Background: an optimization exercise with open tools, aiming at small area, a short achievable clock period and few clock cycles. Do not read the settings as production practice.
Function was checked by simulation only, so behaviour that the tests miss may differ from the original.

==> flow/design.v (excerpt) <==
module uriscv_core #(
    parameter   SUPPORT_BRAM_REGFILE = 1,
    parameter   RST_VECTOR           = 32'h00000000
) (
    input           clk,
    input           rst_n,
    input           intr_i,
    output          mem_i_rd_o,
    output  [31:0]  mem_i_pc_o,
    input   [31:0]  mem_i_inst_i,
    input           mem_i_accept_i,
    input           mem_i_valid_i,
    output          mem_d_rd_o,
    output  [3:0]   mem_d_wr_o,
    output  [31:0]  mem_d_addr_o,
    input   [31:0]  mem_d_data_rd_i,
    output  [31:0]  mem_d_data_wr_o,
    input           mem_d_accept_i,
    input           mem_d_ack_i
);
logic   [1:0]   live_q;          
logic   [1:0]   disc_q;          
logic   [1:0]   sk_cnt_q;
logic   [31:0]  sk0_q;
logic   [31:0]  sk1_q;
logic           e_valid_q;
logic           e_first_q;
logic   [31:0]  pc_q;
logic   [31:0]  ir_q;
logic   [31:0]  rs1_q;
logic   [31:0]  opb_q;           
logic   [31:0]  tgt_q;           
logic           fwd1_q;          
logic           fwd2_q;          
logic           fwdb_q;          
logic           c_alu_q;         
logic           c_lui_q;
logic           c_auipc_q;
logic           c_jal_q;
logic           c_pred_q;        
  ...
Size in the first run: ~12000 cells after synthesis, about 170 I/O pins, ~120000 µm² of cells after synthesis.
==> flow/config.mk <==
export PLATFORM = sky130hd
export DESIGN_NAME = uriscv_core
export DESIGN_NICKNAME = uriscv_core
export VERILOG_FILES = /design/flow/design.v
export SDC_FILE = /design/flow/constraint.sdc
export NUM_CORES = 4
export LEC_CHECK = 0
export CAP_MARGIN = 40
export CORE_MARGIN = 2
export CORE_UTILIZATION = 40
export SETUP_SLACK_MARGIN = 4.5
export SLEW_MARGIN = 20
==> flow/constraint.sdc <==
create_clock -name core_clock -period 10.0 [get_ports {clk}]
set_input_delay 2.0000 -clock core_clock [delete_from_list [all_inputs] [get_ports {clk}]]
set_output_delay 2.0000 -clock core_clock [all_outputs]
set_load 0.01 [all_outputs]
run.sh (not shown) runs the stock make flow with config.mk's settings and CLKGATE_MAP_FILE= SYNTH_SCRIPT=/design/flow/synth_recipe.tcl, a recipe that flattens the netlist after the stock synthesis.
The first run finished with timing, DRC and antenna clean.
Testbench counts at the start, summed over its fixed seeds: cycles 91,527.
Edit:
--- a/flow/config.mk
+++ b/flow/config.mk
@@ -9,3 +9,3 @@
 export CORE_MARGIN = 2
-export CORE_UTILIZATION = 40
+export CORE_UTILIZATION = 30
 export SETUP_SLACK_MARGIN = 4.5
Effect: The new run ran to the end with no violations; worst setup slack is better by 0.13 ns; non-clock buffer count fell by 20; area after synthesis is unchanged; register-to-register slack gains 0.13 ns; count of clock-buffer cells in the layout falls by 8; sequential share of layout area went down by 0.20 points; global-route usage is lower by 10 points.
Edit:
--- a/flow/config.mk
+++ b/flow/config.mk
@@ -10,2 +10,3 @@
 export CORE_UTILIZATION = 30
+export CTS_BUF_LIST = sky130_fd_sc_hd__clkbuf_4 sky130_fd_sc_hd__clkbuf_8
 export SETUP_SLACK_MARGIN = 4.5
Wire length came out higher slightly.
Area after synthesis stays the same.
Maximum frequency is about the same.
Die area stays the same.
Flip-flop and latch count does not change.
Edit:
--- a/flow/config.mk
+++ b/flow/config.mk
@@ -11,3 +11,3 @@
 export CTS_BUF_LIST = sky130_fd_sc_hd__clkbuf_4 sky130_fd_sc_hd__clkbuf_8
-export SETUP_SLACK_MARGIN = 4.5
+export SETUP_SLACK_MARGIN = 4.25
 export SLEW_MARGIN = 20
After rerunning:
- sequential share of layout area barely changes
- worst setup slack got worse by 0.16 ns
- non-clock buffer count grows by 11
- clock skew went down by 0.017 ns
- die area does not change
- via count is lower by 0.38%
- count of clock-buffer cells in the layout increases by 27
- wire length stays flat
- global-route usage stays flat

## run C
Another version of the RTL of uriscv_core (not shown whole).
Size in the first run: ~11000 cells after synthesis, ~1800 flip-flops, roughly 0.12 mm^2 of cells after synthesis.
clock: 10.0 ns
lec_check: 0
cap_margin: 30
core_margin: 2
core_utilization: 30
setup_slack_margin: 5
slew_margin: 20
Testbench counts of run C, summed over its fixed seeds: cycles 89,848.
Relative to run C, the following input files were edited for run K:
# run C
export LEC_CHECK = 0
export CAP_MARGIN = 30
export CORE_MARGIN = 2
export CORE_UTILIZATION = 30
export SETUP_SLACK_MARGIN = 5
export SLEW_MARGIN = 20
create_clock -name core_clock -period 10.0 [get_ports {clk}]
# run K
export LEC_CHECK = 0
export CAP_MARGIN = 30
export CORE_MARGIN = 2
export CORE_UTILIZATION = 30
export SETUP_SLACK_MARGIN = 4.5
export SLEW_MARGIN = 20
create_clock -name core_clock -period 10.0 [get_ports {clk}]
### Flow results
- In the metrics for run K and run C, the one carrying the higher post-CTS resize count is run C.
- Arrival time of data at the critical path endpoint down 0.06 ns in run K wrt run C
- Run C vs run K, end point of the critical path: w_val_q[31] vs w_val_q[24]
- [compare] base=run C new=run K: cell count went down 2.0%, fraction of standard cell area that is sequential higher.
- Wire length (lower): run K
- From run C to run K, multiplexer area fraction after synthesis did not move at all.

Starting RTL as in the previous note.
==> flow/config.mk <==
export PLATFORM = sky130hd
export DESIGN_NAME = uriscv_core
export DESIGN_NICKNAME = uriscv_core
export VERILOG_FILES = /design/flow/design.v
export SDC_FILE = /design/flow/constraint.sdc
export NUM_CORES = 4
export LEC_CHECK = 0
export CAP_MARGIN = 30
export CORE_MARGIN = 2
export CORE_UTILIZATION = 30
export CTS_BUF_LIST = sky130_fd_sc_hd__clkbuf_4 sky130_fd_sc_hd__clkbuf_8
export SETUP_SLACK_MARGIN = 4.5
export SLEW_MARGIN = 20
==> flow/constraint.sdc <==
create_clock -name core_clock -period 10.0 [get_ports {clk}]
set_input_delay 2.0000 -clock core_clock [delete_from_list [all_inputs] [get_ports {clk}]]
set_output_delay 2.0000 -clock core_clock [all_outputs]
set_load 0.01 [all_outputs]
Testbench counts at the start, summed over its fixed seeds: cycles 89,848.
Change:
- CAP_MARGIN: 30 -> 40
The new run completed with no timing, DRC or antenna violations. Clock skew falls by 0.012 ns. Global-route usage rises by 0.10 points. Clock-buffer cell count falls by 14. Final area rises slightly. Worst setup slack gets worse by 0.082 ns. Routed wire length rises slightly. Core utilization rises by 0.12 points. Die area does not change. Area after synthesis stays the same. Sequential share of layout area falls by 0.12 points.

static timing again, ports no longer ideal:
Ports are ideal in the flow. The routed layouts listed here were re-timed in OpenROAD. Step 1 (the two cells are an assumption about what drives the block):
set clk [get_ports {clk}]
set_driving_cell -lib_cell sky130_fd_sc_hd__clkbuf_16 $clk
set_driving_cell -lib_cell sky130_fd_sc_hd__buf_2 [delete_from_list [all_inputs] $clk]
Step 2, shift: input delay + t, output delay - t, t = (earliest + latest rising clock arrival at the registers) / 2. This alone moves slack from input paths to output paths. Slacks: ideal ports / drivers / drivers and shift; pairs: ideal ports / drivers.
run | shift t [ns] | setup slack, ns | worst slew at a driven data input, ns
the first run of note 1 | 0.980 | 3.638 / 3.638 / 3.538 | 0.08
the second run of note 1 | 0.997 | 3.765 / 3.765 / 3.653 | 0.22
the third run of note 1 | 1.188 | 3.765 / 3.765 / 3.397 | 0.23
the fourth run of note 1 | 1.179 | 3.608 / 3.608 / 3.165 | 0.21
run C | 1.022 | 3.809 / 3.809 / 3.809 | 0.07
run K | 1.008 | 3.905 / 3.905 / 3.579 | 0.07
the first run of note 3 | 1.147 | 4.040 / 4.040 / 3.400 | 0.06
the second run of note 3 | 1.160 | 3.958 / 3.958 / 3.380 | 0.06
After both steps every run listed still meets setup and hold. For the first run of note 3, which loses most, drivers alone change the setup slack by 0.000 ns; drivers and shift together by -0.640 ns.
